This is an optimization exercise on Yosys and OpenROAD, whose aim is small area and a short achievable clock period, not a production implementation.
At most, simulation tests tie the RTL to the original design; equivalence was not proved.
No functional check of the RTL was part of runs 2 to 5.
Power and IR drop assume default switching activity.

### design/flow/run.sh
#!/bin/bash
# synth_recipe.tcl (not shown) runs the flow's synth.tcl, then flattens the netlist and writes it again
# the make line also repeats each setting of config.mk as NAME=value (left out here)
make -C /OpenROAD-flow-scripts/flow DESIGN_CONFIG=/design/flow/config.mk WORK_HOME=/design/flow/orfs CLKGATE_MAP_FILE= SYNTH_SCRIPT=/design/flow/synth_recipe.tcl finish
### design/flow/config.mk
export PLATFORM = sky130hd
export DESIGN_NAME = alu_stage
export DESIGN_NICKNAME = alu_stage
export VERILOG_FILES = /design/flow/design.v
export SDC_FILE = /design/flow/constraint.sdc
export NUM_CORES = 4
export LEC_CHECK = 0
export CAP_MARGIN = 20
export CORE_MARGIN = 2
export CORE_UTILIZATION = 40
export SLEW_MARGIN = 20
### design/flow/constraint.sdc
create_clock -name core_clock -period 5.0 [get_ports {clk}]
set_input_delay 1.0000 -clock core_clock [delete_from_list [all_inputs] [get_ports {clk}]]
set_output_delay 1.0000 -clock core_clock [all_outputs]
set_load 0.01 [all_outputs]
### design/flow/design.v
package core_package;
typedef enum logic [3:0] {
    fetch, 
    decode,  
    execute,
    memory,
    WB,
    stall,
    flush
} state;
typedef enum logic [6:0] {
        OPCODE_LOAD     = 7'b00000_11,
        OPCODE_MISC_MEM = 7'b00011_11, 
        OPCODE_OP_IMM   = 7'b00100_11,  
        OPCODE_AUIPC    = 7'b00101_11, 
        OPCODE_STORE    = 7'b01000_11, 
        OPCODE_OP       = 7'b01100_11, 
        OPCODE_LUI      = 7'b01101_11, 
        OPCODE_BRANCH   = 7'b11000_11, 
        OPCODE_JALR     = 7'b11001_11, 
        OPCODE_JAL      = 7'b11011_11, 
        OPCODE_SYSTEM   = 7'b11100_11
    } opcode_e;
typedef enum {
        INSTR_TYPE_R,
        INSTR_TYPE_I,
        INSTR_TYPE_S,
        INSTR_TYPE_B,
        INSTR_TYPE_U,
        INSTR_TYPE_J,
        INSTR_TYPE_SYSTEM,
        INSTR_TYPE_UNKNOWN
} instr_type_e;
typedef enum {
        ALU_ADD,
        ALU_SUB,
        ALU_XOR,
        ALU_OR,
        ALU_AND,
        ALU_SLL,
        ALU_SLT,
        ALU_SLTU,
        ALU_SRA,
        ALU_SRL,
        ALU_JALR,
        ALU_EQ,
        ALU_NE,
        ALU_LT,
        ALU_LTU,
        ALU_GE,
        ALU_GEU
    } alu_op_e;
typedef enum logic[2:0] {
    LB  = 3'b000,
    LH  = 3'b001,
    LW  = 3'b010,
    LBU = 3'b100,
    LHU = 3'b101
} load_funct3_e;
typedef enum logic[2:0] {
    FENCE = 3'b000,
    FENCE_I = 3'b001
} misc_mem_funct3_e;
typedef enum logic[2:0] {
    ADDI = 3'b000,
    SLTI = 3'b010,
    SLTIU = 3'b011,
    XORI = 3'b100,
    ORI = 3'b110,
    ANDI = 3'b111,
    SLLI = 3'b001,
    SR_LA_I = 3'b101
} op_imm_funct3_e;
typedef enum logic[2:0] {
    SB = 3'b000,
    SH = 3'b001,
    SW = 3'b010
} store_funct3_e;
typedef enum logic[2:0] {
    ADD_SUB = 3'b000,
    SLL = 3'b001,
    SLT = 3'b010,
    SLTU = 3'b011,
    XOR = 3'b100,
    SR_LA = 3'b101,
    OR = 3'b110,
    AND = 3'b111
} op_funct3_e;
typedef enum logic[2:0] {
    BEQ = 3'b000,
    BNE = 3'b001,
    BLT = 3'b100,
    BGE = 3'b101,
    BLTU = 3'b110,
    BGEU = 3'b111
} branch_funct3_e;
typedef enum logic[2:0] {
    ECALL_EBREAK = 3'b000,
    CSRRW = 3'b001,
    CSRRS = 3'b010,
    CSRRC = 3'b011,
    CSRRWI = 3'b101,
    CSRRSI = 3'b110,
    CSRRCI = 3'b111
} system_funct3_e;
typedef enum logic [2:0] {
    MUL = 3'b000,
    MULH = 3'b001,
    MULHSU = 3'b010,
    MULHU = 3'b011,
    DIV = 3'b100,
    DIVU = 3'b101,
    REM = 3'b110,
    REMU = 3'b111
} md_funct3_e;
typedef enum logic [1:0]{
    u_mode = 2'b00,
    s_mode = 2'b01,
    h_mode = 2'b10,
    m_mode = 2'b11
} machine_mode_e;
typedef enum logic [11:0] {
    cycle = 12'hC00,
    utime = 12'hC01,
    instret = 12'hC02,
    cycleh = 12'hC80,
    timeh = 12'hC81,
    instreth = 12'hC82,
    sstatus = 12'h100,
    sie = 12'h104,
    stvec = 12'h105,
    scounteren = 12'h106,
    senvcfg = 12'h10A,
    sscratch = 12'h140,
    sepc = 12'h141,
    scause = 12'h142,
    stval = 12'h143,
    sip = 12'h144,
    satp = 12'h180,
    scontext = 12'h5A8,
    mvenderid = 12'hF11,
    marchid = 12'hF12,
    mimpid = 12'hF13,
    mhartid = 12'hF14,
    mconfigptr = 12'hF15,
    mstatus = 12'h300,
    misa = 12'h301,
    medeleg = 12'h302,
    mideleg = 12'h303,
    mie = 12'h304,
    mtvec = 12'h305,
    mcounteren = 12'h306,
    mstatush = 12'h310,
    mscratch = 12'h340,
    mepc = 12'h341,
    mcause = 12'h342,
    mtval = 12'h343,
    mip = 12'h344,
    mtinst = 12'h34A,
    mtval2 = 12'h34B,
    menvcfg = 12'h30A,
    menvcfgh = 12'h31A,
    mseccfg = 12'h747,
    mseccfgh = 12'h757,
    pmpcfg_start = 12'h3A0,
    pmpaddr_start = 12'h3B0,
    mcycle = 12'hB00,
    minstret = 12'hB02,
    mcycleh = 12'hB80,
    minstreth = 12'hB81,
    mcountinhibit = 12'h120,
    tselect = 12'h7A0,
    tdata1 = 12'h7A1,
    tdata2 = 12'h7A2,
    tdata3 = 12'h7A3,
    mcontext = 12'h7A8,
    dcsr = 12'h7B0,
    dpc = 12'h7B1,
    dscratch = 12'h7B2,
    dscratch1 = 12'h7B3,
    SM_RET = 12'b000_00010,
    WFI  = 12'b000_00101
} csr_e;
typedef enum logic [1:0] { 
    off = 2'b00,
    nondirty_claen_someOn = 2'b01,
    nonDirty_someClean = 2'b10,
    come_dirty = 2'b11
} csr_mstatus_XS_e;
typedef enum { 
    SD=31,
    TSR=22,
    TW=21,
    TVM=20,
    MXR=19,      
    SUM=18,
    MPRV=17,     
    MPP1=12,     
    MPP0=11,
    SPP=8,       
    MPIE=7,      
    UBE=6,
    SPIE=5,      
    MIE=3,       
    SIE=1        
} mstatus_field_e;
typedef enum { 
    MBE=5,       
    SBE=4        
 } mstatush_field_e;
typedef enum { 
    MEIP = 11,   
    SEIP = 9,    
    MTIP = 7,    
    STIP = 5,    
    MSIP = 3,    
    SSIP = 1     
} mip_field_e;
typedef enum { 
    MEIE = 11,   
    SEIE = 9,    
    MTIE = 7,    
    STIE = 5,    
    MSIE = 3,    
    SSIE = 1     
} mie_field_e;
typedef enum logic [7:0]{
    s_s_interrupt = 1,
    m_s_interrupt = 3,
    s_t_interrupt = 5,
    m_t_interrupt = 7,
    s_e_interrupt = 9,
    m_e_interrupt = 11
} mcause_interrupt_e;
typedef enum logic [7:0] {
    instruction_address_missaligmened = 0,
    instruction_access_fault = 1,
    illegal_instruction = 2,
    breakpoint = 3,
    load_address_misaligned = 4,
    load_access_fault = 5,
    store_address_misaligned = 6,
    store_access_fault = 7,
    environment_call_from_u_mode = 8,
    environment_call_from_s_mode = 9,
    environment_call_from_m_mode = 11,
    instruction_page_fault = 12,
    load_page_fault = 13,
    store_page_fault = 15
} mcause_nonInterrupt_e;
typedef enum logic [1:0] {
    Direct = 0,
    Vectored = 1
} mtvec_mode_e;
typedef enum {
    CY=0,
    TM=1,
    IR=2,
    HPM3=3
} mcounteren_field_e;
typedef enum {
    A=0,
    I=8,
    S=18,
    U=20
} misa_e;
endpackage
import core_package::*;
module ALU (
    input   core_package::alu_op_e      opcode_i,
    input   logic [31:0]                operand_A_i,
    input   logic [31:0]                operand_B_i,
    output  logic [31:0]                result_o
);
    always_comb begin : calculation
        case (opcode_i)
            ALU_ADD:    result_o = operand_A_i + operand_B_i;
            ALU_SUB:    result_o = operand_A_i - operand_B_i;
            ALU_AND:    result_o = operand_A_i & operand_B_i;
            ALU_OR:     result_o = operand_A_i | operand_B_i;
            ALU_XOR:    result_o = operand_A_i ^ operand_B_i;
            ALU_SLT:    result_o = {31'b0, $signed(operand_A_i) < $signed(operand_B_i)};
            ALU_SLTU:   result_o = {31'b0, operand_A_i < operand_B_i};
            ALU_SLL:    result_o = operand_A_i << operand_B_i;
            ALU_SRL:    result_o = operand_A_i >> operand_B_i;
            ALU_SRA:    result_o = $signed(operand_A_i) >>> operand_B_i;
            ALU_JALR:   begin
                            result_o = operand_A_i + operand_B_i;
                            result_o = {{result_o[31:1]}, 1'b0};
                        end
            ALU_EQ:     result_o = {31'b0, operand_A_i == operand_B_i};
            ALU_NE:     result_o = {31'b0, operand_A_i != operand_B_i};
            ALU_LT:     result_o = {31'b0, $signed(operand_A_i) < $signed(operand_B_i)};
            ALU_GE:     result_o = {31'b0, $signed(operand_A_i) >= $signed(operand_B_i)};
            ALU_LTU:    result_o = {31'b0, operand_A_i < operand_B_i};
            ALU_GEU:    result_o = {31'b0, operand_A_i >= operand_B_i};
            default: result_o = 32'h0;
        endcase
    end
endmodule
module alu_stage (
    input   logic           clk,
    input   logic [4:0]     op,
    input   logic [31:0]    a,
    input   logic [31:0]    b,
    output  logic [31:0]    y
);
    logic [4:0]  op_q;
    logic [31:0] a_q, b_q;
    logic [31:0] result;
    always_ff @(posedge clk) begin
        op_q <= op;
        a_q  <= a;
        b_q  <= b;
        y    <= result;
    end
    ALU u_alu (
        .opcode_i    ({27'b0, op_q}),
        .operand_A_i (a_q),
        .operand_B_i (b_q),
        .result_o    (result)
    );
endmodule
==> impl_metrics.py, run 1 <==
metrics = {
    "worst_setup_path": {
        "rr_worst_depth": 10,
        "end_kind": "flip-flop",
        "path_max_fanout": 17,
        "r2r_setup_slack_ns": 0.42,
        "worstSetupPathType": "flip-flop to flip-flop",
        "worstPathArrival_ns": 4.82,
        "r2r-start": "a_q[31]",
        "cp-start-kind": "flip-flop",
        "critPathRequiredTime_ns": 5.24,
        "reg2reg_to": "y[0]",
    },
    "floorplanning": {
        "rows": 63,
        "fp.dieH_um": 176.9,
        "dieArea_um2": 31310,
        "pin_count": 102,
        "core_area_um2": 29560,
        "initial_core_util": 0.4047,
        "die_x_um": 176.9,
    },
    "clock_network": {
        "post_cts_resized": 0,
        "cts_buffers": 9,
        "clk_latency_ns": 0.39,
        "cts-htree-levels": 3,
        "hold_buffers": 0,
        "clkSlewWorstSetupHoldPaths_ns": 0.07,
        "post-cts-setup-buffers": 0,
        "cts_tree": "yes",
        "cts_sinks": 101,
        "clk_path_buf_depth": 2,
        "root_buffer": "clkbuf_16",
    },
    "global_routing": {
        "grt_max_degree": 72,
        "overflow": 0,
        "antenna_found_initial": 1,
        "track_usage": 0.3665,
        "grt_pass1_wl_um": 84180,
        "grt_pass1_vias": 12500,
    },
    "logic_synthesis": {
        "yosysTopAreaCellShare": 0.1690,
        "ys_types": 98,
        "synth_edf_count": 0,
        "synth_flop_cell": "dfxtp_1",
        "synth_top_area_cell": "dfxtp_1",
        "async_flop_share": 0,
        "yosysWarnings": 2,
        "syn_area_per_cell_um2": 7.629,
        "netlist_top_cells_area": "dfxtp_1, ha_1, mux4_2, a21oi_1, mux2i_1",
        "ys_ff_latch": 101,
        "ys_seq_area_frac": 0.1690,
        "synth.net_count": 1736,
        "syn_inst": 1568,
        "syn-cell-area_um2": 11960,
    },
    "timing": {
        "fmax_ghz": 0.2185,
        "setup_tns_ns": 0,
        "maxSlewViolCount": 0,
        "period_needed_ns": 4.577,
        "hold_viol_final": 0,
        "hold_ws_ns": 0.7126,
        "rsz0062_at_grt": "no",
        "period_share": 0.9153,
        "max_slew_margin": 0.2379,
        "worst_pin_slew_ns": 1.140,
        "finClkSkew_ns": 0.01361,
        "layout_setup_ws_ns": 0.4235,
        "setup_viol": 0,
    },
    "placed_design": {
        "dp.cells": 1994,
        "hpwl_um": 44150,
        "port_buffers": 101,
        "place_ws_ns": 0.5856,
        "place_congestion": 1.055,
    },
    "detailed_routing": {
        "drc": 0,
        "wirelength_um": 57260,
        "routed_via_density": 6.724,
        "dr.first_iter.drc_count": 2007,
        "vias": 13520,
        "firstDrtPassIters": 6,
        "wire_per_inst_um": 28.49,
        "postRouteAntennaNets": 0,
    },
    "hold_path": {
        "hold_depth": 3,
        "worst_hold_startpoint": "b_q[3]",
        "holdPathEnd": "y[3]",
        "hold_class": "flip-flop to flip-flop",
    },
    "power_and_ir_drop": {
        "leakage_nw": 5.464,
        "power.density_nw_per_um2": 207.3,
        "ir_drop_v": 0.0001789,
    },
    "cells_and_area": {
        "stdcell_count": 2010,
        "n_antenna_cell": 0,
        "layout-drive-gt1-share": 0.1000,
        "areaGrowthSynthToFinish_pct": 13.93,
        "fin_nets": 1783,
    },
    "run": {
        "cap_violations": 0,
    },
    "run_status": {
        "status": "timing/DRC/antenna clean",
    },
}
==> where the power goes <==
part / switching, W / internal [W] / total [W]
registers: 0.0000730 / 0.000868 / 0.000941
clock network: 0.000350 / 0.000419 / 0.000769
logic: 0.000667 / 0.000448 / 0.00112
==> worst max-delay path: stages, from the launching register on <==
cell,delay [ns]
dfxtp_1,0.79
inv_1,0.44
ha_1,0.53
or4_1,0.61
or4_1,0.52
nor4_1,0.38
nand2_1,0.32
nand3_1,0.17
o31ai_1,0.08
a311oi_1,0.40
o2111ai_1,0.18
==> layout by cell type (no fill, tap or decap), types with 18 or more instances in the layout <==
cell type / instances
a221oi_1: 39
o21bai_1: 18
nor3_1: 43
mux4_2: 42
inv_1: 93
nand2_1: 139
o21ai_1: 27
a31oi_1: 23
nand3_1: 37
clkdlybuf4s50_1: 101
nor2_1: 165
buf_4: 61
ha_1: 96
a21oi_1: 128
o22ai_1: 21
a211oi_1: 33
mux2i_1: 64
dfxtp_1: 96
o21ai_0: 83
==> through the flow <==
stage               total power, W  area [um^2]  utilization
floorplan                 0.001635        11960            -
global placement          0.002036        13330       0.4508
detailed placement        0.002033        13330       0.4508
CTS                       0.002803        13630       0.4611
global route              0.002943        13630       0.4611
finish                    0.002825        13630       0.4611
==> cells in the mapped netlist (all sizes together), types with 13 or more instances <==
| cell type | instances |
|---|---|
| mux2i | 64 |
| mux4 | 42 |
| a31oi | 24 |
| o31ai | 13 |
| o21ai | 110 |
| buf | 66 |
| o22ai | 21 |
| a21o | 14 |
| a221o | 13 |
| a221oi | 40 |
| inv | 96 |
| o211ai | 17 |
| clkbuf | 61 |
| a21oi | 129 |
| nor2 | 167 |
| nand2b | 16 |
| o21bai | 19 |
| dfxtp | 101 |
| nand2 | 140 |
| ha | 96 |
| a211oi | 37 |
| nand3 | 37 |
| nor4 | 19 |
| nor3 | 44 |
==> worst max path at each step <==
stage / from / to / slack, ns / cells after the start
6_report: a_q[31] / y[0] / 0.42 / 10
5_1_grt: a_q[31] / y[0] / 0.33 / 10
4_1_cts: a_q[31] / y[0] / 0.56 / 10
3_5_place_dp: a_q[31] / y[0] / 0.59 / 10
3_3_place_gp: a_q[31] / y[0] / 0.26 / 10
2_1_floorplan: b_q[2] / y[21] / 1.21 / 16
==> registers in the layout (all words and copies together), names as in the netlist <==
name  flops
a_q      32
b_q      32
y        32
op_q      5
==> layout make-up <==
cell class | instances | area, um^2
fillers | 2995 | 15930
clock buffers | 13 | 261.5
inverters | 96 | 360.3
well taps | 390 | 488.0
flip-flops and latches | 101 | 2036
repair buffers | 163 | 1489
multi-input cells | 1244 | 8954
clock inverters | 3 | 41.29
==> kinds of logic after synthesis <==
family          after synthesis  share of synthesized area
compound gates              545                     0.3167
simple gates                481                     0.1827
buf+inv                     223                    0.08367
mux                         112                     0.1383
flops                       101                     0.1690
fa+ha+maj                    98                     0.1038
xor+xnor                      8                   0.005857
==> metal layers <==
metal	up-vias	track usage	wire length [um]
li1	5969	-	-
met1	6414	0.4807	23260
met2	940	0.5599	24840
met3	190	0.07216	5179
met4	2	0.2118	3970
met5	-	0	11
==> run 2, diff against run 1 <==
--- a/design/flow/design.v
+++ b/design/flow/design.v
@@ -266,37 +266,101 @@
 } misa_e;
 endpackage
 import core_package::*;
+module ALU_pre (
+    input   logic [4:0]     op_i,
+    input   logic [31:0]    a_i,
+    input   logic [31:0]    b_i,
+    output  logic [31:0]    p_o,
+    output  logic [31:0]    g_o,
+    output  logic           cmp_o
+);
+    logic is_add, is_jalr, is_sub, is_cmp, is_scmp, is_lt;
+    logic is_xor, is_or, is_and, is_sll, is_srl, is_sra, is_eq, is_ne;
+    logic arith, inv;
+    logic [31:0] x, yv, pp, gg;
+    logic s0, c1;
+    always_comb begin
+        is_add  = op_i == 5'd0;
+        is_sub  = op_i == 5'd1;
+        is_xor  = op_i == 5'd2;
+        is_or   = op_i == 5'd3;
+        is_and  = op_i == 5'd4;
+        is_sll  = op_i == 5'd5;
+        is_sra  = op_i == 5'd8;
+        is_srl  = op_i == 5'd9;
+        is_jalr = op_i == 5'd10;
+        is_eq   = op_i == 5'd11;
+        is_ne   = op_i == 5'd12;
+        is_cmp  = (op_i == 5'd6) | (op_i == 5'd7) | (op_i == 5'd13) |
+                  (op_i == 5'd14) | (op_i == 5'd15) | (op_i == 5'd16);
+        is_scmp = (op_i == 5'd6) | (op_i == 5'd13) | (op_i == 5'd15);
+        is_lt   = (op_i == 5'd6) | (op_i == 5'd7) | (op_i == 5'd13) | (op_i == 5'd14);
+        inv     = is_sub | is_cmp;
+        arith   = is_add | is_jalr | inv;
+    end
+    assign x  = a_i ^ {is_scmp, 31'b0};
+    assign yv = b_i ^ {32{inv}} ^ {is_scmp, 31'b0};
+    assign pp = x ^ yv;
+    assign gg = x & yv;
+    assign s0 = pp[0] ^ inv;
+    assign c1 = gg[0] | (pp[0] & inv);
+    logic [31:0] sh_in, sh_t, sh_r, rev_r;
+    logic        fill, big;
+    always_comb begin
+        for (int i = 0; i < 32; i++) sh_in[i] = is_sll ? a_i[31-i] : a_i[i];
+        fill = is_sra & a_i[31];
+        big  = |b_i[31:5];
+        sh_t = 32'($signed({fill, sh_in}) >>> b_i[4:0]);
+        sh_r = big ? {32{fill}} : sh_t;
+        for (int i = 0; i < 32; i++) rev_r[i] = sh_r[31-i];
+    end
+    logic eq;
+    assign eq = a_i == b_i;
+    always_comb begin
+        if (arith) begin
+            p_o = {pp[31:1], (is_cmp ? is_lt : (s0 & ~is_jalr))};
+            g_o = {gg[31:1], c1};
+        end else begin
+            g_o = 32'b0;
+            p_o = ({32{is_xor}} & (a_i ^ b_i)) |
+                  ({32{is_or}}  & (a_i | b_i)) |
+                  ({32{is_and}} & (a_i & b_i)) |
+                  ({32{is_srl | is_sra}} & sh_r) |
+                  ({32{is_sll}} & rev_r) |
+                  {31'b0, (is_eq & eq) | (is_ne & ~eq)};
+        end
+        cmp_o = is_cmp;
+    end
+endmodule
 module ALU (
-    input   core_package::alu_op_e      opcode_i,
-    input   logic [31:0]                operand_A_i,
-    input   logic [31:0]                operand_B_i,
-    output  logic [31:0]                result_o
+    input   logic [31:0]    p_i,
+    input   logic [31:0]    g_i,
+    input   logic           cmp_i,
+    output  logic [31:0]    result_o
 );
-    always_comb begin : calculation
-        case (opcode_i)
-            ALU_ADD:    result_o = operand_A_i + operand_B_i;
-            ALU_SUB:    result_o = operand_A_i - operand_B_i;
-            ALU_AND:    result_o = operand_A_i & operand_B_i;
-            ALU_OR:     result_o = operand_A_i | operand_B_i;
-            ALU_XOR:    result_o = operand_A_i ^ operand_B_i;
-            ALU_SLT:    result_o = {31'b0, $signed(operand_A_i) < $signed(operand_B_i)};
-            ALU_SLTU:   result_o = {31'b0, operand_A_i < operand_B_i};
-            ALU_SLL:    result_o = operand_A_i << operand_B_i;
-            ALU_SRL:    result_o = operand_A_i >> operand_B_i;
-            ALU_SRA:    result_o = $signed(operand_A_i) >>> operand_B_i;
-            ALU_JALR:   begin
-                            result_o = operand_A_i + operand_B_i;
-                            result_o = {{result_o[31:1]}, 1'b0};
-                        end
-            ALU_EQ:     result_o = {31'b0, operand_A_i == operand_B_i};
-            ALU_NE:     result_o = {31'b0, operand_A_i != operand_B_i};
-            ALU_LT:     result_o = {31'b0, $signed(operand_A_i) < $signed(operand_B_i)};
-            ALU_GE:     result_o = {31'b0, $signed(operand_A_i) >= $signed(operand_B_i)};
-            ALU_LTU:    result_o = {31'b0, operand_A_i < operand_B_i};
-            ALU_GEU:    result_o = {31'b0, operand_A_i >= operand_B_i};
-            default: result_o = 32'h0;
-        endcase
+    logic [31:0] gl [0:5];
+    logic [31:0] pl [0:5];
+    always_comb begin
+        gl[0] = g_i;
+        pl[0] = {p_i[31:1], 1'b0};
+        for (int l = 0; l < 5; l++) begin
+            for (int i = 0; i < 32; i++) begin
+                if (i >= (1 << l)) begin
+                    gl[l+1][i] = gl[l][i] | (pl[l][i] & gl[l][i - (1 << l)]);
+                    pl[l+1][i] = pl[l][i] & pl[l][i - (1 << l)];
+                end else begin
+                    gl[l+1][i] = gl[l][i];
+                    pl[l+1][i] = pl[l][i];
+                end
+            end
+        end
     end
+    logic [31:0] c;   
+    logic        cout;
+    assign c    = {gl[5][30:0], 1'b0};
+    assign cout = gl[5][31];
+    assign result_o[31:1] = (p_i[31:1] ^ c[31:1]) & {31{~cmp_i}};
+    assign result_o[0]    = p_i[0] ^ (cmp_i & cout);
 endmodule
 module alu_stage (
     input   logic           clk,
@@ -305,19 +369,27 @@
     input   logic [31:0]    b,
     output  logic [31:0]    y
 );
-    logic [4:0]  op_q;
-    logic [31:0] a_q, b_q;
+    logic [31:0] p_d, g_d, p_q, g_q;
+    logic        cmp_d, cmp_q;
     logic [31:0] result;
+    ALU_pre u_pre (
+        .op_i  (op),
+        .a_i   (a),
+        .b_i   (b),
+        .p_o   (p_d),
+        .g_o   (g_d),
+        .cmp_o (cmp_d)
+    );
     always_ff @(posedge clk) begin
-        op_q <= op;
-        a_q  <= a;
-        b_q  <= b;
-        y    <= result;
+        p_q   <= p_d;
+        g_q   <= g_d;
+        cmp_q <= cmp_d;
+        y     <= result;
     end
     ALU u_alu (
-        .opcode_i    ({27'b0, op_q}),
-        .operand_A_i (a_q),
-        .operand_B_i (b_q),
-        .result_o    (result)
+        .p_i      (p_q),
+        .g_i      (g_q),
+        .cmp_i    (cmp_q),
+        .result_o (result)
     );
 endmodule
--- a/design/flow/config.mk
+++ b/design/flow/config.mk
@@ -8,4 +8,6 @@
 export CAP_MARGIN = 20
 export CORE_MARGIN = 2
 export CORE_UTILIZATION = 40
+export SETUP_SLACK_MARGIN = 2.5
 export SLEW_MARGIN = 20
+export TNS_END_PERCENT = 100
==> run 2 against run 1 <==
Against the previous run:
- power is 8.7% lower
- die area is 24% lower
- clock skew is 0.0053 ns lower
- critical endpoint is now p_q[13]
- sequential share of layout area is 1.3 points higher
- still clean
- synthesized cell count is 33% lower
- global-route usage is 10 points lower
==> impl_metrics.py, run 2 <==
metrics = {
    "timing": {
        "period_share": 0.6725,
        "hold_viol_final": 0,
        "fmax_ghz": 0.2974,
        "worst_pin_slew_ns": 0.7063,
        "max_slew_margin": 0.5274,
        "setup_viol": 0,
        "rsz0062_at_grt": "yes",
        "layout_setup_ws_ns": 1.637,
        "setup_tns_ns": 0,
        "finClkSkew_ns": 0.008279,
        "maxSlewViolCount": 0,
        "period_needed_ns": 3.363,
    },
    "placed_design": {
        "port_buffers": 101,
        "place_ws_ns": 0.7983,
        "dp.cells": 1407,
        "place_congestion": 1.026,
        "hpwl_um": 24640,
    },
    "run": {
        "cap_violations": 0,
    },
    "clock_network": {
        "clk_latency_ns": 0.34,
        "cts_tree": "yes",
        "cts-htree-levels": 3,
        "hold_buffers": 0,
        "cts_buffers": 9,
        "clk_path_buf_depth": 2,
        "clkSlewWorstSetupHoldPaths_ns": 0.07,
        "cts_sinks": 97,
        "root_buffer": "clkbuf_16",
    },
    "floorplanning": {
        "rows": 54,
        "die_x_um": 154.1,
        "initial_core_util": 0.4105,
        "dieArea_um2": 23750,
        "core_area_um2": 21960,
        "fp.dieH_um": 154.1,
        "pin_count": 102,
    },
    "hold_path": {
        "holdPathEnd": "y[0]",
        "hold_depth": 1,
        "worst_hold_startpoint": "p_q[0]",
        "hold_class": "flip-flop to flip-flop",
    },
    "logic_synthesis": {
        "synth_fa_ha_area_frac": 0.1333,
        "yosysWarnings": 5,
        "synth_top_area_cell": "dfxtp_1",
        "ys_seq_area_frac": 0.2154,
        "yosysTopAreaCellShare": 0.2154,
        "synth_edf_count": 0,
        "synth-simple-area-share": 0.1603,
        "synthMuxAreaShare": 0.1527,
        "synth-xor-area-share": 0.05539,
        "ys_types": 67,
        "syn_area_per_cell_um2": 8.560,
        "syn-cell-area_um2": 9014,
        "synth.most_common_cell": "dfxtp_1",
        "synth-compound-area-share": 0.2213,
        "synth_common_cells": "dfxtp_1, ha_1, nor2_1",
        "synth_flop_cell": "dfxtp_1",
        "syn_inst": 1053,
        "ys_ff_latch": 97,
        "synth_top_family_by_area": "compound AO/OA/AOI/OAI gates",
        "async_flop_share": 0,
        "netlist_top_cells_area": "dfxtp_1, ha_1, mux4_2, mux2i_1, xnor2_1",
        "synth.net_count": 1219,
    },
    "detailed_routing": {
        "routed_via_density": 5.981,
        "drc": 0,
        "wire_per_inst_um": 21.62,
        "vias": 8942,
        "dr.first_iter.drc_count": 831,
        "firstDrtPassIters": 7,
        "postRouteAntennaNets": 0,
        "wirelength_um": 32330,
    },
    "power_and_ir_drop": {
        "power.density_nw_per_um2": 215.4,
        "leakage_nw": 5.145,
        "ir_drop_v": 0.0001552,
        "power_w": 0.002580,
    },
    "global_routing": {
        "grt_pass1_vias": 8362,
        "grt_pass1_wl_um": 48810,
        "grt_max_degree": 39,
        "antenna_found_initial": 0,
        "track_usage": 0.2642,
        "overflow": 0,
    },
    "worst_setup_path": {
        "worstPathArrival_ns": 3.59,
        "path_cells": "buf_6 > or3b_4 > nor2_4 > buf_6 > mux4_2 > buf_6 > mux2i_4 > mux2_4 > o32ai_1 > or3_1 > a221o_1",
        "r2r-start": "p_q[1]",
        "crit_path_frequent_cell": "buf_6",
        "reg2reg_to": "y[26]",
        "crit_slowest_cell": "mux4_2",
        "r2r_setup_slack_ns": 2.53,
        "critPathRequiredTime_ns": 5.23,
        "path_max_fanout": 4,
        "end_kind": "flip-flop",
        "cp_slowest_stage_delay_ns": 0.52,
        "rr_worst_depth": 9,
        "worstSetupPathType": "input pin to flip-flop",
        "cp-start-kind": "input pin",
    },
    "cells_and_area": {
        "areaGrowthSynthToFinish_pct": 32.88,
        "top_regs": "g_q x32, p_q x32, y x32",
        "fill_cells": 2020,
        "n_antenna_cell": 0,
        "layout_common_cells": "dfxtp_1, ha_1, clkdlybuf4s50_1, nor2_1, inv_1",
        "stdcell_count": 1495,
        "fin_nets": 1376,
        "layout_commonest_cell": "dfxtp_1",
        "layout-drive-gt1-share": 0.2222,
        "fin_util": 0.5455,
    },
    "run_status": {
        "status": "timing/DRC/antenna clean",
    },
}
==> run 2: layer usage <==
metal	vias to the layer above	share of wire	GRT usage
met2	431	0.45	0.4241
met5	-	0	0
met3	62	0.085	0.04087
met4	0	0.031	0.07788
met1	4218	0.43	0.3672
li1	4231	-	-
==> run 2: metrics by stage <==
step	cell area, um^2	hold slack [ns]
after floorplan	9086	0.4095
after global placement	10430	0.4446
after detailed placement	10430	0.4428
after CTS	11340	0.4527
after global routing	11980	0.4575
final	11980	0.4468
==> run 2: cell families after synthesis <==
logic type,count (synthesis)
AOI/OAI and AO/OA,277
xor gates and xnor gates,57
adders and majority gates,96
buffers and inverters,146
DFF,97
muxes,89
and+or+nand+nor,291
==> run 2: worst max path at each step <==
stage | startpoint | end | slack (ns) | depth (start not counted)
after floorplan | op[1] | p_q[25] | 1.47 | 9
after global placement | op[2] | p_q[13] | 0.83 | 10
after detailed placement | op[2] | p_q[25] | 0.80 | 9
after CTS | op[4] | p_q[25] | 1.63 | 9
after global routing | op[1] | p_q[8] | 1.60 | 10
final | op[1] | p_q[13] | 1.64 | 11
==> run 2: cell type report <==
cell class,instances,area (um^2),area share
Clock buffer,10,239.0,0.01995
Timing Repair Buffer,208,2014,0.1682
Tap cell,280,350.3,0.02925
Multi-Input combinational cell,811,7058,0.5893
Clock inverter,6,55.05,0.004596
Sequential cell,97,1944,0.1623
Inverter,83,316.6,0.02643
==> run 2: report_power, final <==
| part | switching, W | total [W] | internal [W] |
|---|---|---|---|
| sequential | 0.0000728 | 0.000932 | 0.000859 |
| clock | 0.000310 | 0.000671 | 0.000362 |
| combinational | 0.000492 | 0.000976 | 0.000484 |
| total | 0.000875 | 0.00258 | 0.00170 |
==> run 2: worst max-delay path, delay by kind of cell <==
family / cells / cell delay [ns]
buffers and inverters: 3 / 0.37
muxes: 3 / 0.85
AOI/OAI and AO/OA: 2 / 0.38
and+or+nand+nor: 3 / 0.99
==> run 2: repair_timing <==
action | in CTS | in global routing
pin swaps | 34 | 37
buffers inserted | 34 | 35
setup endpoints to repair | 65 | 62
gates resized for setup | 102 | 74
cloned | 1 | 2
==> run 3, diff against run 2 <==
--- a/design/flow/config.mk
+++ b/design/flow/config.mk
@@ -8,6 +8,4 @@
 export CAP_MARGIN = 20
 export CORE_MARGIN = 2
 export CORE_UTILIZATION = 40
-export SETUP_SLACK_MARGIN = 2.5
 export SLEW_MARGIN = 20
-export TNS_END_PERCENT = 100
==> run 3 against run 2 <==
Against the previous run:
- power decreased by 5.3%
- critical path type unchanged
- combinational power decreased by 15%
- core utilization decreased by 5.9 points
- routed wire length decreased by 3.5%
- first-iteration DRC count increased by 3.2%
- final cell count decreased by 5.1%
- largest power group is now registers
- synthesized area unchanged
- clock skew about the same
==> impl_metrics.py, run 3 <==
metrics = {
    "cells_and_area": {
        "fin_nets": 1300,
        "fill_cells": 2141,
        "layout-drive-gt1-share": 0.1010,
        "stdcell_count": 1419,
        "fin_area_um2": 10690,
        "layout_commonest_cell": "clkdlybuf4s50_1",
        "layout_common_cells": "clkdlybuf4s50_1, dfxtp_1, ha_1, nor2_1, inv_1",
        "top_regs": "g_q x32, p_q x32, y x32",
        "n_antenna_cell": 0,
        "fin_util": 0.4866,
        "areaGrowthSynthToFinish_pct": 18.54,
    },
    "detailed_routing": {
        "drc": 0,
        "wirelength_um": 31190,
        "vias": 8582,
        "wire_per_inst_um": 21.98,
        "dr.first_iter.drc_count": 858,
        "postRouteAntennaNets": 0,
        "routed_via_density": 6.048,
        "firstDrtPassIters": 8,
    },
    "worst_setup_path": {
        "crit_slowest_cell": "mux4_2",
        "r2r-start": "p_q[2]",
        "r2r_setup_slack_ns": 2.32,
        "path_max_fanout": 12,
        "critPathRequiredTime_ns": 5.24,
        "cp-start-kind": "input pin",
        "path_cells": "clkdlybuf4s50_1 > or3b_4 > or2_1 > mux4_2 > mux4_2 > and2_1 > a311oi_1 > o21ai_1 > a221o_1",
        "crit_path_frequent_cell": "mux4_2",
        "worstPathArrival_ns": 4.34,
        "end_kind": "flip-flop",
        "cp_slowest_stage_delay_ns": 0.59,
        "worstSetupPathType": "input pin to flip-flop",
        "rr_worst_depth": 8,
        "reg2reg_to": "y[31]",
    },
    "clock_network": {
        "post-cts-setup-buffers": 0,
        "cts_buffers": 9,
        "clk_path_buf_depth": 2,
        "root_buffer": "clkbuf_16",
        "cts_sinks": 97,
        "post_cts_resized": 0,
        "hold_buffers": 0,
        "cts_tree": "yes",
        "cts-htree-levels": 3,
        "clkSlewWorstSetupHoldPaths_ns": 0.07,
        "clk_latency_ns": 0.35,
    },
    "floorplanning": {
        "core_area_um2": 21960,
        "die_x_um": 154.1,
        "dieArea_um2": 23750,
        "pin_count": 102,
        "initial_core_util": 0.4105,
        "fp.dieH_um": 154.1,
        "rows": 54,
    },
    "logic_synthesis": {
        "async_flop_share": 0,
        "ys_types": 67,
        "synth_top_family_by_area": "compound AO/OA/AOI/OAI gates",
        "synth.net_count": 1219,
        "synth_common_cells": "dfxtp_1, ha_1, nor2_1",
        "syn_area_per_cell_um2": 8.560,
        "synth.most_common_cell": "dfxtp_1",
        "ys_seq_area_frac": 0.2154,
        "syn-cell-area_um2": 9014,
        "synth-compound-area-share": 0.2213,
        "ys_ff_latch": 97,
        "synth_top_area_cell": "dfxtp_1",
        "synth_fa_ha_area_frac": 0.1333,
        "synthMuxAreaShare": 0.1527,
        "synth_edf_count": 0,
        "syn_inst": 1053,
        "yosysWarnings": 5,
        "synth-xor-area-share": 0.05539,
        "synth-simple-area-share": 0.1603,
        "yosysTopAreaCellShare": 0.2154,
        "synth_flop_cell": "dfxtp_1",
        "netlist_top_cells_area": "dfxtp_1, ha_1, mux4_2, mux2i_1, xnor2_1",
    },
    "run_status": {
        "status": "timing/DRC/antenna clean",
    },
    "power_and_ir_drop": {
        "power_w": 0.002444,
        "leakage_nw": 4.594,
        "power.internal_w": 0.001615,
        "clockPowerShare": 0.278,
        "p_sw_w": 0.0008288,
        "pwr-share-comb": 0.341,
        "seqPwrFrac": 0.381,
        "power.density_nw_per_um2": 228.7,
        "ir_drop_v": 0.0001253,
        "swShare": 0.3391,
    },
    "global_routing": {
        "grt_max_degree": 57,
        "overflow": 0,
        "grt_pass1_wl_um": 48510,
        "grt_pass1_vias": 8210,
        "antenna_found_initial": 0,
        "track_usage": 0.2633,
    },
    "timing": {
        "max_slew_margin": 0.3431,
        "fmax_ghz": 0.2436,
        "period_needed_ns": 4.106,
        "setup_viol": 0,
        "maxSlewViolCount": 0,
        "setup_tns_ns": 0,
        "hold_viol_final": 0,
        "worst_pin_slew_ns": 0.9730,
        "period_share": 0.8211,
        "finClkSkew_ns": 0.008364,
        "rsz0062_at_grt": "no",
    },
    "hold_path": {
        "worst_hold_startpoint": "p_q[0]",
        "hold_class": "flip-flop to flip-flop",
        "hold_depth": 1,
        "holdPathEnd": "y[0]",
    },
    "run": {
        "cap_violations": 0,
    },
    "placed_design": {
        "hpwl_um": 24900,
        "place_congestion": 1.036,
        "placed_cell_area_um2": 10390,
        "dp.cells": 1403,
        "port_buffers": 101,
    },
}
## run 3: cells by family after synthesis
kind of cell	after synthesis
adders and majority gates	96
DFF	97
xor gates and xnor gates	57
muxes	89
AOI/OAI and AO/OA	277
and+or+nand+nor	291
buffers and inverters	146
## run 3: critical path: cells and delay by family
| kind | cells | cell delay [ns] |
|---|---|---|
| mux | 2 | 1.12 |
| buf+inv | 1 | 0.47 |
| simple gates | 3 | 1.07 |
| compound gates | 3 | 0.69 |
## run 3: metrics by stage
step / hold WS, ns / setup WS, ns
floorplan: 0.4095 / 1.292
global placement: 0.4450 / 0.5867
detailed placement: 0.4432 / 0.5403
CTS: 0.4538 / 0.9074
global route: 0.4656 / 0.6810
finish: 0.4482 / 0.8944
## run 3: power by group through the flow
| stage | Sequential, W | Clock, W | Combinational [W] |
|---|---|---|---|
| after floorplan | 0.000947 | 0 | 0.000464 |
| after global placement | 0.000949 | 0 | 0.000813 |
| after detailed placement | 0.000950 | 0 | 0.000819 |
| after CTS | 0.000931 | 0.000696 | 0.000823 |
| after global routing | 0.000946 | 0.000732 | 0.000904 |
| final | 0.000932 | 0.000678 | 0.000834 |
## run 3: worst max path at each step
stage,start,end,cells past startpoint
6_report,op[2],p_q[25],9
5_1_grt,op[2],p_q[25],8
4_1_cts,op[2],p_q[25],9
3_5_place_dp,op[2],p_q[17],8
3_3_place_gp,op[2],p_q[17],8
2_1_floorplan,b[0],p_q[13],8
## run 3: routing by layer
metal | global-route usage | vias up | routed length [um]
met5 | 0 | - | 0
met4 | 0.08367 | 0 | 867
met3 | 0.03833 | 52 | 2352
met2 | 0.4130 | 384 | 14040
met1 | 0.3727 | 4076 | 13920
li1 | - | 4070 | -
## run 3: area by class of cell
| type | instances | area [um^2] | share of cell area |
|---|---|---|---|
| flip-flops and latches | 97 | 1942 | 0.1817 |
| well taps | 280 | 350.3 | 0.03279 |
| multi-input cells | 810 | 6541 | 0.6122 |
| repair buffers | 133 | 1246 | 0.1166 |
| clock buffers | 10 | 239.0 | 0.02237 |
| clock inverters | 6 | 55.05 | 0.005152 |
| inverters | 83 | 311.5 | 0.02916 |
==> run 4, diff against run 3 <==
--- a/design/flow/design.v
+++ b/design/flow/design.v
@@ -272,13 +272,10 @@
     input   logic [31:0]    b_i,
     output  logic [31:0]    p_o,
     output  logic [31:0]    g_o,
-    output  logic           cmp_o
+    output  logic [3:0]     sel_o
 );
-    logic is_add, is_jalr, is_sub, is_cmp, is_scmp, is_lt;
-    logic is_xor, is_or, is_and, is_sll, is_srl, is_sra, is_eq, is_ne;
-    logic arith, inv;
-    logic [31:0] x, yv, pp, gg;
-    logic s0, c1;
+    logic is_add, is_sub, is_xor, is_or, is_and, is_sll, is_sra, is_srl;
+    logic is_jalr, is_eq, is_ne, is_cmp, is_scmp, is_lt, is_shr;
     always_comb begin
         is_add  = op_i == 5'd0;
         is_sub  = op_i == 5'd1;
@@ -295,47 +292,49 @@
                   (op_i == 5'd14) | (op_i == 5'd15) | (op_i == 5'd16);
         is_scmp = (op_i == 5'd6) | (op_i == 5'd13) | (op_i == 5'd15);
         is_lt   = (op_i == 5'd6) | (op_i == 5'd7) | (op_i == 5'd13) | (op_i == 5'd14);
-        inv     = is_sub | is_cmp;
-        arith   = is_add | is_jalr | inv;
+        is_shr  = is_sra | is_srl;
     end
-    assign x  = a_i ^ {is_scmp, 31'b0};
-    assign yv = b_i ^ {32{inv}} ^ {is_scmp, 31'b0};
-    assign pp = x ^ yv;
-    assign gg = x & yv;
-    assign s0 = pp[0] ^ inv;
-    assign c1 = gg[0] | (pp[0] & inv);
-    logic [31:0] sh_in, sh_t, sh_r, rev_r;
-    logic        fill, big;
-    always_comb begin
-        for (int i = 0; i < 32; i++) sh_in[i] = is_sll ? a_i[31-i] : a_i[i];
-        fill = is_sra & a_i[31];
-        big  = |b_i[31:5];
-        sh_t = 32'($signed({fill, sh_in}) >>> b_i[4:0]);
-        sh_r = big ? {32{fill}} : sh_t;
-        for (int i = 0; i < 32; i++) rev_r[i] = sh_r[31-i];
+    logic pos, neg;             
+    assign pos = is_add | is_jalr;
+    assign neg = is_sub | is_cmp;
+    logic [31:0] axb, anb, aob, anbn;
+    assign axb  = a_i ^ b_i;
+    assign anb  = a_i & b_i;
+    assign aob  = a_i | b_i;
+    assign anbn = a_i & ~b_i;
+    logic        big, fill;
+    logic [31:0] a_rev, sh_op;
+    always_comb begin
+        for (int i = 0; i < 32; i++) a_rev[i] = a_i[31-i];
+        big   = |b_i[31:5];
+        fill  = is_sra & a_i[31];
+        sh_op = big ? {32{fill}} : (is_sll ? a_rev : a_i);
     end
     logic eq;
     assign eq = a_i == b_i;
     always_comb begin
-        if (arith) begin
-            p_o = {pp[31:1], (is_cmp ? is_lt : (s0 & ~is_jalr))};
-            g_o = {gg[31:1], c1};
-        end else begin
-            g_o = 32'b0;
-            p_o = ({32{is_xor}} & (a_i ^ b_i)) |
-                  ({32{is_or}}  & (a_i | b_i)) |
-                  ({32{is_and}} & (a_i & b_i)) |
-                  ({32{is_srl | is_sra}} & sh_r) |
-                  ({32{is_sll}} & rev_r) |
-                  {31'b0, (is_eq & eq) | (is_ne & ~eq)};
-        end
-        cmp_o = is_cmp;
+        p_o = ({32{pos | is_xor}} & axb) |
+              ({32{neg}}          & ~axb) |
+              ({32{is_or}}        & aob) |
+              ({32{is_and}}       & anb) |
+              ({32{is_sll | is_shr}} & sh_op);
+        g_o = ({32{pos}} & anb) |
+              ({32{neg}} & anbn);
+        if (is_scmp) g_o[31] = ~a_i[31] & b_i[31];
+        if (is_jalr) p_o[0] = 1'b0;
+        if (is_sub)  p_o[0] = axb[0];
+        if (is_cmp)  p_o[0] = is_lt;
+        if (is_eq)   p_o[0] = eq;
+        if (is_ne)   p_o[0] = ~eq;
+        if (neg)     g_o[0] = a_i[0] | ~b_i[0];
+        if (is_sll | is_shr) g_o = {26'b0, is_sra, big ? 5'b0 : b_i[4:0]};
+        sel_o = {is_sll, is_shr, is_cmp, ~(is_sll | is_shr | is_cmp)};
     end
 endmodule
 module ALU (
     input   logic [31:0]    p_i,
     input   logic [31:0]    g_i,
-    input   logic           cmp_i,
+    input   logic [3:0]     sel_i,
     output  logic [31:0]    result_o
 );
     logic [31:0] gl [0:5];
@@ -355,12 +354,25 @@
             end
         end
     end
-    logic [31:0] c;   
+    logic [31:0] sum;
     logic        cout;
-    assign c    = {gl[5][30:0], 1'b0};
+    assign sum  = p_i ^ {gl[5][30:0], 1'b0};
     assign cout = gl[5][31];
-    assign result_o[31:1] = (p_i[31:1] ^ c[31:1]) & {31{~cmp_i}};
-    assign result_o[0]    = p_i[0] ^ (cmp_i & cout);
+    logic [31:0] sr, sr_rev;
+    logic        fill;
+    always_comb begin
+        fill = g_i[5] & p_i[31];
+        sr   = 32'($signed({fill, p_i}) >>> g_i[4:0]);
+        for (int i = 0; i < 32; i++) sr_rev[i] = sr[31-i];
+    end
+    logic sel_sll, sel_shr, sel_cmp, sel_add;
+    assign {sel_sll, sel_shr, sel_cmp, sel_add} = sel_i;
+    always_comb begin
+        result_o = ({32{sel_add}} & sum) |
+                   ({32{sel_shr}} & sr) |
+                   ({32{sel_sll}} & sr_rev);
+        result_o[0] = result_o[0] | (sel_cmp & (p_i[0] ^ cout));
+    end
 endmodule
 module alu_stage (
     input   logic           clk,
@@ -370,7 +382,7 @@
     output  logic [31:0]    y
 );
     logic [31:0] p_d, g_d, p_q, g_q;
-    logic        cmp_d, cmp_q;
+    logic [3:0]  sel_d, sel_q;
     logic [31:0] result;
     ALU_pre u_pre (
         .op_i  (op),
@@ -378,18 +390,18 @@
         .b_i   (b),
         .p_o   (p_d),
         .g_o   (g_d),
-        .cmp_o (cmp_d)
+        .sel_o (sel_d)
     );
     always_ff @(posedge clk) begin
         p_q   <= p_d;
         g_q   <= g_d;
-        cmp_q <= cmp_d;
+        sel_q <= sel_d;
         y     <= result;
     end
     ALU u_alu (
         .p_i      (p_q),
         .g_i      (g_q),
-        .cmp_i    (cmp_q),
+        .sel_i    (sel_q),
         .result_o (result)
     );
 endmodule
--- a/design/flow/config.mk
+++ b/design/flow/config.mk
@@ -8,4 +8,6 @@
 export CAP_MARGIN = 20
 export CORE_MARGIN = 2
 export CORE_UTILIZATION = 40
+export SETUP_SLACK_MARGIN = 2.5
 export SLEW_MARGIN = 20
+export TNS_END_PERCENT = 100
==> run 4 against run 3 <==
Against the previous run:
- combinational power increased by 29%
- first-iteration DRC count grew 2.4%
- via count rose by 6.5%
- sequential power grew 14%
- setup slack better by 1.6 ns
- synthesized cell count increased by 14%
- critical path depth rose by 2
- critical endpoint is now p_q[0]
- largest cell class unchanged
==> impl_metrics.py, run 4 <==
metrics = {
    "run_status": {
        "status": "timing/DRC/antenna clean",
    },
    "detailed_routing": {
        "drc": 0,
        "wire_per_inst_um": 19.72,
        "vias": 9143,
        "dr.first_iter.drc_count": 879,
        "postRouteAntennaNets": 0,
        "routed_via_density": 5.868,
        "firstDrtPassIters": 7,
        "wirelength_um": 30720,
    },
    "global_routing": {
        "grt_pass1_vias": 8310,
        "antenna_found_initial": 0,
        "track_usage": 0.2471,
        "grtUsageMet3": 0.03343,
        "grt_pass1_wl_um": 47040,
        "use_met2": 0.3757,
        "grt_max_degree": 36,
        "overflow": 0,
        "busiest_layer": "met2",
        "grtUsageMet1": 0.3559,
    },
    "worst_setup_path": {
        "end_kind": "flip-flop",
        "cp-start-kind": "input pin",
        "reg2reg_to": "y[29]",
        "worstSetupPathType": "input pin to flip-flop",
        "r2r_setup_slack_ns": 2.48,
        "path_max_fanout": 4,
        "r2r-start": "g_q[0]",
        "worstPathArrival_ns": 2.83,
        "rr_worst_depth": 10,
        "critPathRequiredTime_ns": 5.30,
    },
    "hold_path": {
        "hold_depth": 1,
        "hold_class": "flip-flop to flip-flop",
        "worst_hold_startpoint": "sel_q[1]",
        "holdPathEnd": "y[0]",
    },
    "power_and_ir_drop": {
        "swShare": 0.3804,
        "p_sw_w": 0.001082,
        "clockPowerShare": 0.249,
        "pwr-share-comb": 0.378,
        "leakage_nw": 5.116,
        "seqPwrFrac": 0.373,
        "ir_drop_v": 0.0001379,
        "power.density_nw_per_um2": 247.9,
        "power.internal_w": 0.001763,
    },
    "floorplanning": {
        "rows": 55,
        "initial_core_util": 0.4050,
        "dieArea_um2": 24080,
        "die_x_um": 155.2,
        "core_area_um2": 22570,
        "pin_count": 102,
        "fp.dieH_um": 155.2,
    },
    "timing": {
        "layout_setup_ws_ns": 2.466,
        "setup_tns_ns": 0,
        "rsz0062_at_grt": "yes",
        "setup_viol": 0,
        "period_needed_ns": 2.534,
        "hold_viol_final": 0,
        "maxSlewViolCount": 0,
        "period_share": 0.5069,
        "max_slew_margin": 0.3914,
        "finClkSkew_ns": 0.006202,
        "hold_ws_ns": 0.5440,
        "worst_pin_slew_ns": 0.9117,
        "fmax_ghz": 0.3946,
    },
    "clock_network": {
        "cts_sinks": 100,
        "clk_path_buf_depth": 2,
        "root_buffer": "clkbuf_16",
        "cts-htree-levels": 3,
        "clk_latency_ns": 0.36,
        "hold_buffers": 0,
        "cts_tree": "yes",
        "clkSlewWorstSetupHoldPaths_ns": 0.08,
        "cts_buffers": 9,
    },
    "cells_and_area": {
        "fin_nets": 1436,
        "areaGrowthSynthToFinish_pct": 25.56,
        "top_regs": "g_q x32, p_q x32, y x32",
        "fin_util": 0.5086,
        "layout_common_cells": "nand2_1, dfxtp_1, inv_1, ha_1, a21oi_1",
        "layout_commonest_cell": "nand2_1",
        "layout-drive-gt1-share": 0.1744,
        "n_antenna_cell": 0,
    },
    "logic_synthesis": {
        "yosysWarnings": 5,
        "synth_flop_cell": "dfxtp_1",
        "synth.net_count": 1365,
        "syn-cell-area_um2": 9143,
        "netlist_top_cells_area": "dfxtp_1, ha_1, nand2_1, o21ai_0, mux4_2",
        "synth_edf_count": 0,
        "synth_top_area_cell": "dfxtp_1",
        "async_flop_share": 0,
        "synth.most_common_cell": "nand2_1",
        "synth_common_cells": "nand2_1, dfxtp_1, ha_1",
        "syn_area_per_cell_um2": 7.638,
        "ys_ff_latch": 100,
        "ys_types": 62,
        "ys_seq_area_frac": 0.2190,
        "yosysTopAreaCellShare": 0.2190,
        "syn_inst": 1197,
    },
    "run": {
        "cap_violations": 0,
    },
    "placed_design": {
        "hpwl_um": 21660,
        "port_buffers": 101,
        "place_ws_ns": 1.363,
        "place_congestion": 0.8935,
    },
}
[run 4: power groups by stage]
| stage | logic, W | clock network (W) | registers, W |
|---|---|---|---|
| global route | 0.00116 | 0.000745 | 0.00108 |
| floorplan | 0.000632 | 0 | 0.000996 |
| finish | 0.00108 | 0.000707 | 0.00106 |
| global placement | 0.000954 | 0 | 0.00107 |
| detailed placement | 0.000959 | 0 | 0.00107 |
| CTS | 0.00100 | 0.000719 | 0.00105 |
[run 4: metal layers]
layer  wire length, um  part of all wire  vias to the layer above
li1                  -                 -                     4403
met1             13970              0.45                     4322
met2             13700              0.45                      356
met3              2023             0.066                       62
met4              1027             0.033                        0
met5                 0                 0                        -
[run 4: cells by family after synthesis]
| family | synth area share |
|---|---|
| DFF | 0.2190 |
| muxes | 0.1087 |
| AOI/OAI and AO/OA | 0.2451 |
| and+or+nand+nor | 0.1838 |
| buffers and inverters | 0.08348 |
| xor gates and xnor gates | 0.02587 |
| adders and majority gates | 0.1341 |
[run 4: timing repair]
action                     in CTS  in global routing
pin swaps                      28                 33
resized for setup             181                105
setup buffers                   5                 21
setup endpoints to repair      92                 64
cloned                          5                  5
[run 4: stage by stage]
stage          instance area, um^2  total power (W)  cells
6_report                     11480         0.002845   1558
5_1_grt                      11480         0.002985   1558
4_1_cts                      11090         0.002773   1532
3_5_place_dp                 10230         0.002027   1506
3_3_place_gp                 10230         0.002019   1506
2_1_floorplan                 9146         0.001628   1197
[run 4: final cells by class]
cell class,count,area (um^2)
Fill cell,2235,11090
Multi-Input combinational cell,913,6974
Sequential cell,100,2023
Timing Repair Buffer,150,1483
Tap cell,285,356.6
Inverter,93,355.3
Clock buffer,10,229.0
Clock inverter,6,53.80
Timing Repair inverter,1,5.005
[run 4: how the worst max path moves through the flow]
stage / start / end / slack (ns) / cells after the start
after floorplan: op[0] / p_q[10] / 2.45 / 7
after global placement: op[3] / p_q[24] / 1.34 / 8
after detailed placement: op[3] / p_q[19] / 1.36 / 8
after CTS: b[27] / p_q[10] / 2.45 / 9
after global routing: b[11] / p_q[0] / 2.40 / 11
final: b[11] / p_q[0] / 2.47 / 11
[run 4: worst max-delay path, cell delays in order]
cell,delay (ns)
buf_2,0.14
nor4_4,0.34
nand4_1,0.23
nor2_4,0.18
o21a_1,0.19
o21ai_4,0.08
buf_12,0.15
buf_16,0.13
a31oi_2,0.15
o32ai_2,0.09
a21oi_1,0.13
==> run 5, diff against run 4 <==
--- a/design/flow/config.mk
+++ b/design/flow/config.mk
@@ -8,6 +8,6 @@
 export CAP_MARGIN = 20
 export CORE_MARGIN = 2
 export CORE_UTILIZATION = 40
-export SETUP_SLACK_MARGIN = 2.5
+export SETUP_SLACK_MARGIN = 3.0
 export SLEW_MARGIN = 20
 export TNS_END_PERCENT = 100
==> run 5 against run 4 <==
Against the previous run:
- still clean
- routed wire length up 7.2%
- first-iteration DRC count up 16%
- largest power group unchanged
- fmax down 1.2%
- hold slack worse by 0.0036 ns
- sequential cell count unchanged
- final area up 10%
- critical path depth down 1
- power up 7.0%
- global-route usage up 1.1 points
==> impl_metrics.py, run 5 <==
metrics = {
    "placed_design": {
        "hpwl_um": 21840,
        "place_congestion": 0.8945,
        "dp.cells": 1510,
        "place_ws_ns": 1.339,
        "port_buffers": 101,
    },
    "logic_synthesis": {
        "syn_area_per_cell_um2": 7.638,
        "synth.net_count": 1365,
        "async_flop_share": 0,
        "synth_edf_count": 0,
        "synth.most_common_cell": "nand2_1",
        "syn_inst": 1197,
        "ys_ff_latch": 100,
        "synth_common_cells": "nand2_1, dfxtp_1, ha_1",
        "netlist_top_cells_area": "dfxtp_1, ha_1, nand2_1, o21ai_0, mux4_2",
        "yosysWarnings": 5,
        "yosysTopAreaCellShare": 0.2190,
        "syn-cell-area_um2": 9143,
        "synth_top_area_cell": "dfxtp_1",
        "ys_seq_area_frac": 0.2190,
        "synth_flop_cell": "dfxtp_1",
        "ys_types": 62,
    },
    "global_routing": {
        "grt_pass1_vias": 8699,
        "grt_pass1_wl_um": 48800,
        "antenna_found_initial": 0,
        "grt_max_degree": 33,
        "overflow": 0,
        "track_usage": 0.2580,
    },
    "timing": {
        "period_needed_ns": 2.564,
        "max_slew_margin": 0.3579,
        "period_share": 0.5129,
        "finClkSkew_ns": 0.01408,
        "hold_viol_final": 0,
        "setup_viol": 0,
        "layout_setup_ws_ns": 2.436,
        "hold_ws_ns": 0.5404,
        "worst_pin_slew_ns": 0.9618,
        "maxSlewViolCount": 0,
        "setup_tns_ns": 0,
        "fmax_ghz": 0.3899,
        "rsz0062_at_grt": "yes",
    },
    "run": {
        "cap_violations": 0,
    },
    "cells_and_area": {
        "top_regs": "g_q x32, p_q x32, y x32",
        "fin_nets": 1487,
        "layout_common_cells": "nand2_1, inv_1, ha_1, dfxtp_1, a21oi_1",
        "fin_util": 0.5619,
        "areaGrowthSynthToFinish_pct": 38.73,
        "n_antenna_cell": 0,
        "stdcell_count": 1609,
        "layout_commonest_cell": "nand2_1",
        "layout-drive-gt1-share": 0.2742,
    },
    "worst_setup_path": {
        "cp_slowest_stage_delay_ns": 0.54,
        "path_cells": "buf_12 > buf_12 > mux4_2 > mux2_4 > nor2_2 > a31oi_1 > nor2_1 > a21oi_1 > a222oi_1 > o21ai_1",
        "worstSetupPathType": "flip-flop to flip-flop",
        "critPathRequiredTime_ns": 5.24,
        "crit_slowest_cell": "mux4_2",
        "path_max_fanout": 8,
        "crit_path_end": "y[29]",
        "worstPathArrival_ns": 2.80,
        "crit_path_frequent_cell": "buf_12",
        "crit_cells": 10,
        "cp-start-kind": "flip-flop",
        "reg2reg_to": "y[29]",
        "cp.buffers_inverters": 2,
        "r2r-start": "g_q[0]",
        "crit_family": "multiplexers",
        "r2r_setup_slack_ns": 2.44,
        "rr_worst_depth": 10,
        "worstSetupStartpoint": "g_q[0]",
        "end_kind": "flip-flop",
    },
    "floorplanning": {
        "die_x_um": 155.2,
        "rows": 55,
        "pin_count": 102,
        "fp.dieH_um": 155.2,
        "initial_core_util": 0.4050,
        "core_area_um2": 22570,
        "dieArea_um2": 24080,
    },
    "power_and_ir_drop": {
        "ir_drop_v": 0.0001658,
        "power.density_nw_per_um2": 239.9,
        "leakage_nw": 5.619,
    },
    "detailed_routing": {
        "firstDrtPassIters": 6,
        "routed_via_density": 5.924,
        "wirelength_um": 32930,
        "postRouteAntennaNets": 0,
        "wire_per_inst_um": 20.47,
        "drc": 0,
        "dr.first_iter.drc_count": 1020,
        "vias": 9532,
    },
    "clock_network": {
        "cts_tree": "yes",
        "clk_latency_ns": 0.37,
        "cts_buffers": 9,
        "root_buffer": "clkbuf_16",
        "cts-htree-levels": 3,
        "cts_sinks": 100,
        "clkSlewWorstSetupHoldPaths_ns": 0.08,
        "clk_path_buf_depth": 2,
        "hold_buffers": 0,
    },
    "run_status": {
        "status": "timing/DRC/antenna clean",
    },
    "hold_path": {
        "hold_class": "flip-flop to flip-flop",
    },
}
[run 5: cell counts after synthesis]
No cell type changed its count.
[run 5: area by class of cell]
class | instances | area [um^2]
Tap cell | 285 | 356.6
Clock inverter | 6 | 78.83
Timing Repair Buffer | 200 | 2051
Multi-Input combinational cell | 915 | 7569
Inverter | 93 | 364.1
Clock buffer | 10 | 229.0
Fill cell | 2040 | 9888
Sequential cell | 100 | 2036
[run 5: worst min-delay path by stage]
| stage | startpoint | end | slack [ns] | cells after the start |
|---|---|---|---|---|
| 6_report | sel_q[1] | y[0] | 0.54 | 1 |
| 5_1_grt | sel_q[1] | y[0] | 0.56 | 1 |
| 4_1_cts | sel_q[1] | y[0] | 0.54 | 1 |
| 3_5_place_dp | sel_q[1] | y[0] | 0.52 | 1 |
| 3_3_place_gp | sel_q[1] | y[0] | 0.53 | 1 |
| 2_1_floorplan | sel_q[1] | y[0] | 0.47 | 1 |
[run 5: logic make-up after synthesis]
kind of cell	Yosys count	synth area share
simple gates	374	0.1838
fa+ha+maj	98	0.1341
buf+inv	185	0.08348
compound gates	347	0.2451
flops	100	0.2190
mux	66	0.1087
xor+xnor	27	0.02587
[run 5: per-layer routing]
layer | GRT usage | wire length, um
met5 | 0 | 0
met4 | 0.08737 | 937
met3 | 0.03064 | 1952
met2 | 0.4123 | 15340
met1 | 0.3621 | 14700
[run 5: timing repair]
action,in CTS,in global routing
gates resized for setup,333,152
pin swaps,64,88
buffers inserted,43,24
gates cloned,9,7
setup endpoints to repair,132,90
[run 5: power breakdown]
part	leakage (nW)	internal, W	switching (W)
Clock	0.151	0.000400	0.000366
Sequential	0.836	0.000908	0.000157
Combinational	4.63	0.000574	0.000638
[run 5: metrics by stage]
stage / power (W) / area [um^2]
3_5_place_dp: 0.002041 / 10370
4_1_cts: 0.002909 / 11870
5_1_grt: 0.003175 / 12680
6_report: 0.003043 / 12680
3_3_place_gp: 0.002037 / 10370
2_1_floorplan: 0.001652 / 9447

==> afterwards: timing with drivers on the ports <==
The flow's constraints put no driver on any port. The routed layouts listed below were extracted and timed again, unchanged, in two steps. Step 1 sets driving cells, clkbuf_16 on the clock port and buf_2 on the other inputs (assumed; they add their load-dependent delay and slew). Step 2 moves the port delays by t, midway between the first and last clock arrival at a register: inputs arrive t later, outputs are due t later. That takes back most of the time a late clock gives input paths. Slacks: ideal ports / drivers / drivers and shift; pairs: ideal ports / drivers.
run | t (ns) | setup WS [ns] | worst hold slack (ns) | clock arrival spread, ns
run 1 | 0.438 | 0.423 / 0.423 / 0.423 | 0.713 / 0.713 / 0.713 | 0.014 / 0.014
run 2 | 0.380 | 1.637 / 1.647 / 1.267 | 0.447 / 0.447 / 0.447 | 0.008 / 0.008
run 3 | 0.385 | 0.894 / 0.912 / 0.527 | 0.448 / 0.448 / 0.448 | 0.009 / 0.008
run 4 | 0.408 | 2.466 / 2.476 / 2.086 | 0.544 / 0.544 / 0.544 | 0.007 / 0.007
run 5 | 0.411 | 2.436 / 2.436 / 2.091 | 0.540 / 0.540 / 0.540 | 0.014 / 0.014
After both steps setup and hold are still met in every run listed. The setup slack of run 4, which loses most, moves by +0.010 ns with the drivers and by -0.380 ns with both steps.
